What follows belongs to an exercise in optimizing a design on an open flow for small area and a short achievable clock period; a production flow would make more cautious choices. Only simulation tests tie the RTL to the original design; equivalence was not proved. No activity file was given, so power comes from the tool's default toggle rates.

## cpu
module cpu(CLK, RESET, EN_L, Iin, Din, PC, NextPC, DataA, DataB, DataC, DataD, MW);
==> flow/config.mk <==
export PLATFORM = sky130hd
export DESIGN_NAME = cpu
export DESIGN_NICKNAME = cpu
export VERILOG_FILES = /design/flow/design.v
export SDC_FILE = /design/flow/constraint.sdc
export NUM_CORES = 4
export LEC_CHECK = 0
export CAP_MARGIN = 20
export CORE_MARGIN = 2
export CORE_UTILIZATION = 40
export GPL_TIMING_DRIVEN = 0
export SETUP_SLACK_MARGIN = 0.2
export SLEW_MARGIN = 20
==> flow/constraint.sdc <==
create_clock -name core_clock -period 11.5 [get_ports {CLK}]
set_input_delay 2.3000 -clock core_clock [delete_from_list [all_inputs] [get_ports {CLK}]]
set_output_delay 2.3000 -clock core_clock [all_outputs]
set_load 0.01 [all_outputs]
run.sh (not shown) runs the stock make flow with config.mk's settings and CLKGATE_MAP_FILE= SYNTH_SCRIPT=/design/flow/synth_recipe.tcl, a recipe that flattens the netlist after the stock synthesis.
The starting point finished with timing, DRC and antenna clean.
Edit:
- GPL_TIMING_DRIVEN: 0 -> unset
- SETUP_SLACK_MARGIN: 0.2 -> 3.5
=> The changed run went through all stages and came out clean. Fmax climbs by 14%. Synthesized area stays the same. Utilization climbs by 2.8 points. Global-route usage drops by 0.39 points. Setup slack is better by 1.1 ns. Wire length goes up by 1.1%. Total power goes up by 4.5%.

========
run A:
Another version of the RTL of cpu (not shown whole).
For scale: roughly 530 cells after synthesis, roughly 72 flip-flops, about 76 I/O pins.
export LEC_CHECK = 0
export CAP_MARGIN = 20
export CORE_MARGIN = 2
export CORE_UTILIZATION = 60
export CTS_BUF_LIST = sky130_fd_sc_hd__clkbuf_8
export SETUP_SLACK_MARGIN = 3.7
export SLEW_MARGIN = 20
export SYNTH_HIERARCHICAL = 1
create_clock -name core_clock -period 11.5 [get_ports {CLK}]
standard.sh (not shown) runs the stock make flow with config.mk's settings and CLKGATE_MAP_FILE= SYNTH_SCRIPT=/design/flow/synth_recipe.tcl, a recipe that flattens the netlist after the stock synthesis.
==> flow/flow/run.sh <==
#!/bin/bash
# The standard layout (the standard.sh), with the input and output ports buffered by
# sky130_fd_sc_hd__buf_2 instead of the cell buffer_ports picks by default.
set -euo pipefail
export BUFFER_PORTS_ARGS="-buffer_cell sky130_fd_sc_hd__buf_2"
bash standard.sh > flow_make.log 2>&1
Here is what was changed in the inputs of run B compared with run A.
Settings: a change of SETUP_SLACK_MARGIN from 3.7 to 4.3.
[summary]
Compared with run A, run B shows a sequential cell area share that is 2.2 points lower. As of run B, highest clock frequency the design can meet had risen by a few percent compared to run A. Relative to run A, run B degrades finished layout cell area.
What run C does differently from run B at the input level:
Settings: SETUP_SLACK_MARGIN: 4.3 -> 4.0.
Notes after the runs:
- Looking at non-clock buffer count in the final layout, run C sits about 26% below run B.
- Any difference in post-placement cell count between run B and run C is small enough to ignore.
- Diff run C..run B | power drawn by the sequential cells | negligible
- Core util | run C vs run B | run C lower
- Between run B and run C, the share of the clock period used by the worst path after layout is lower for run B.
- From run B to run C the numbers moved as follows: met3 track utilization from global routing saw an increase, area used by sequential logic in the layout saw little to no change.
- Taking run C over run B, the via count ratio works out to 0.947.

========
== lagoon ==
Another version of the RTL of cpu (not shown whole).
Size in the first run: about 510 cells after synthesis, about 72 flip-flops, roughly 76 I/O pins, ~4700 um^2 of cells after synthesis.
// cpu
module cpu(CLK, RESET, EN_L, Iin, Din, PC, NextPC, DataA, DataB, DataC, DataD, MW);
export LEC_CHECK = 0
export CAP_MARGIN = 20
export CORE_MARGIN = 2
export CORE_UTILIZATION = 60
export CTS_BUF_LIST = sky130_fd_sc_hd__clkbuf_8
export SETUP_SLACK_MARGIN = 4.3
export SLEW_MARGIN = 20
export SYNTH_HIERARCHICAL = 1
create_clock -name core_clock -period 11.5 [get_ports {CLK}]
==> flow/flow/run.sh <==
#!/bin/bash
# The standard layout (the standard.sh), with two changes: the input and output ports are
# buffered by sky130_fd_sc_hd__buf_2 instead of the cell buffer_ports picks by default, and
# clock tree synthesis inserts no dummy loads.
set -euo pipefail
export BUFFER_PORTS_ARGS="-buffer_cell sky130_fd_sc_hd__buf_2"
export CTS_ARGS="-sink_clustering_enable -repair_clock_nets -buf_list sky130_fd_sc_hd__clkbuf_8 -dont_use_dummy_load"
bash standard.sh > flow_make.log 2>&1
#### Input delta (zinc over lagoon)
- changing SETUP_SLACK_MARGIN from 4.3 to 4.0
--- a/flow/flow/run.sh
+++ b/flow/flow/run.sh
@@ -6,3 +6,3 @@
 export BUFFER_PORTS_ARGS="-buffer_cell sky130_fd_sc_hd__buf_2"
-export CTS_ARGS="-sink_clustering_enable -repair_clock_nets -buf_list sky130_fd_sc_hd__clkbuf_8 -dont_use_dummy_load"
+export CTS_ARGS="-sink_clustering_enable -repair_clock_nets -root_buf sky130_fd_sc_hd__clkbuf_8 -buf_list sky130_fd_sc_hd__clkbuf_4 -dont_use_dummy_load"
 bash standard.sh > flow_make.log 2>&1
Re count of clock-buffer cells in the layout: no difference whatsoever between zinc and lagoon.
Between lagoon and zinc, the hold slack does not differ in any meaningful way.
lagoon -> zinc: number of antenna-violating nets in the routed design delta 0, exact match
When zinc is measured against lagoon, its routed wire length turns out 390 um lower.
Summary of zinc over lagoon: detailed route wirelength on metal2 went down about 0.7%; utilization has decreased; met2 capacity usage during global routing dropped 0.55 points; setup slack -0.23 ns.
### zinc -> fjord
- CORE_UTILIZATION now 52, was 60
--- a/flow/flow/run.sh
+++ b/flow/flow/run.sh
@@ -6,3 +6,3 @@
 export BUFFER_PORTS_ARGS="-buffer_cell sky130_fd_sc_hd__buf_2"
-export CTS_ARGS="-sink_clustering_enable -repair_clock_nets -root_buf sky130_fd_sc_hd__clkbuf_8 -buf_list sky130_fd_sc_hd__clkbuf_4 -dont_use_dummy_load"
+export CTS_ARGS="-sink_clustering_enable -repair_clock_nets -buf_list sky130_fd_sc_hd__clkbuf_8 -dont_use_dummy_load"
 bash standard.sh > flow_make.log 2>&1
--- outcome ---
fjord against zinc: worst setup slack for register-to-register paths moved up, internal power consumption shows an increase of 0.49%, sequential power held.
fjord against zinc: number of vias in the routed layout dropped 131; static power due to leakage climbed about 1.3%; number of primary I/O pins barely changed; chip width climbed 6.6 um; total chip power dropped 0.60%.
## Diff of input files: xenon against fjord
- putting GPL_TIMING_DRIVEN at 0 where nothing was set
- swapping 52 for 60 in CORE_UTILIZATION
==> run summary <==
xenon — wire length of the first global-routing pass 1.4 mm lower, fjord as reference
Diff fjord -> xenon | total power | down slightly
Compare fjord and xenon | height of the chip lower: xenon
Combinational fraction of design power sits lower in xenon than in fjord.
fjord -> xenon: largest stage delay on the critical path flat
Time the final worst path needs with I/O delays and setup delta (fjord -> xenon): insignificant
xenon against fjord: layout overhead on the synthesized area up 0.21 points, multi-input gate share of the layout cell area decreased by 0.18 points relative to the old numbers.
Against fjord, xenon reports a final-layout non-clock buffer area share that is higher.
There was hardly any difference in post-route cell area between xenon and fjord.
On setup slack, xenon tracks fjord almost exactly.
Relative to xenon, the following input files were edited for violet:
- GPL_TIMING_DRIVEN removed (was 0)
==> run summary <==
[violet vs xenon] power share of the clock group: higher in violet
Iin[8] as the launching instance or port of the critical path was reported by violet, and Iin[6] by xenon.
Between violet and xenon, the final standard cell area without fillers figures differ only marginally.
Across both runs, power spent charging and discharging nets was higher for violet than for xenon.
violet: global-route wire length before repair is 1.1 mm higher than what xenon reported.

afterwards: timing with drivers on the ports:
The flow's constraints put no driver on any port. The routed layouts listed below were extracted and timed again, unchanged, in two steps. Step 1 assumes that a clkbuf_16 drives the clock port and a buf_2 every other input. Step 2 moves the port delays by t, midway between the first and last clock arrival at a register: inputs arrive t later, outputs are due t later. That takes back most of the time a late clock gives input paths. a / b / c = ideal / step 1 / step 2; a / b = the first two.
run | t (ns) | setup WS [ns] | worst hold slack (ns)
the first run of note 1 | 0.366 | 2.391 / 2.368 / 2.368 | 0.522 / 0.522 / 0.522
the second run of note 1 | 0.367 | 3.517 / 3.490 / 3.490 | 0.511 / 0.511 / 0.511
run A | 0.388 | 4.112 / 4.080 / 4.080 | 0.723 / 0.723 / 0.723
run B | 0.385 | 4.367 / 4.345 / 4.345 | 0.730 / 0.730 / 0.730
run C | 0.385 | 4.215 / 4.183 / 4.183 | 0.723 / 0.723 / 0.723
lagoon | 0.380 | 4.364 / 4.338 / 4.338 | 0.608 / 0.608 / 0.608
zinc | 0.378 | 4.136 / 4.113 / 4.113 | 0.610 / 0.610 / 0.610
fjord | 0.358 | 4.164 / 4.141 / 4.141 | 0.622 / 0.622 / 0.622
xenon | 0.369 | 4.161 / 4.141 / 4.141 | 0.612 / 0.612 / 0.612
violet | 0.378 | 4.136 / 4.113 / 4.113 | 0.610 / 0.610 / 0.610
After both steps every run listed still meets setup and hold.
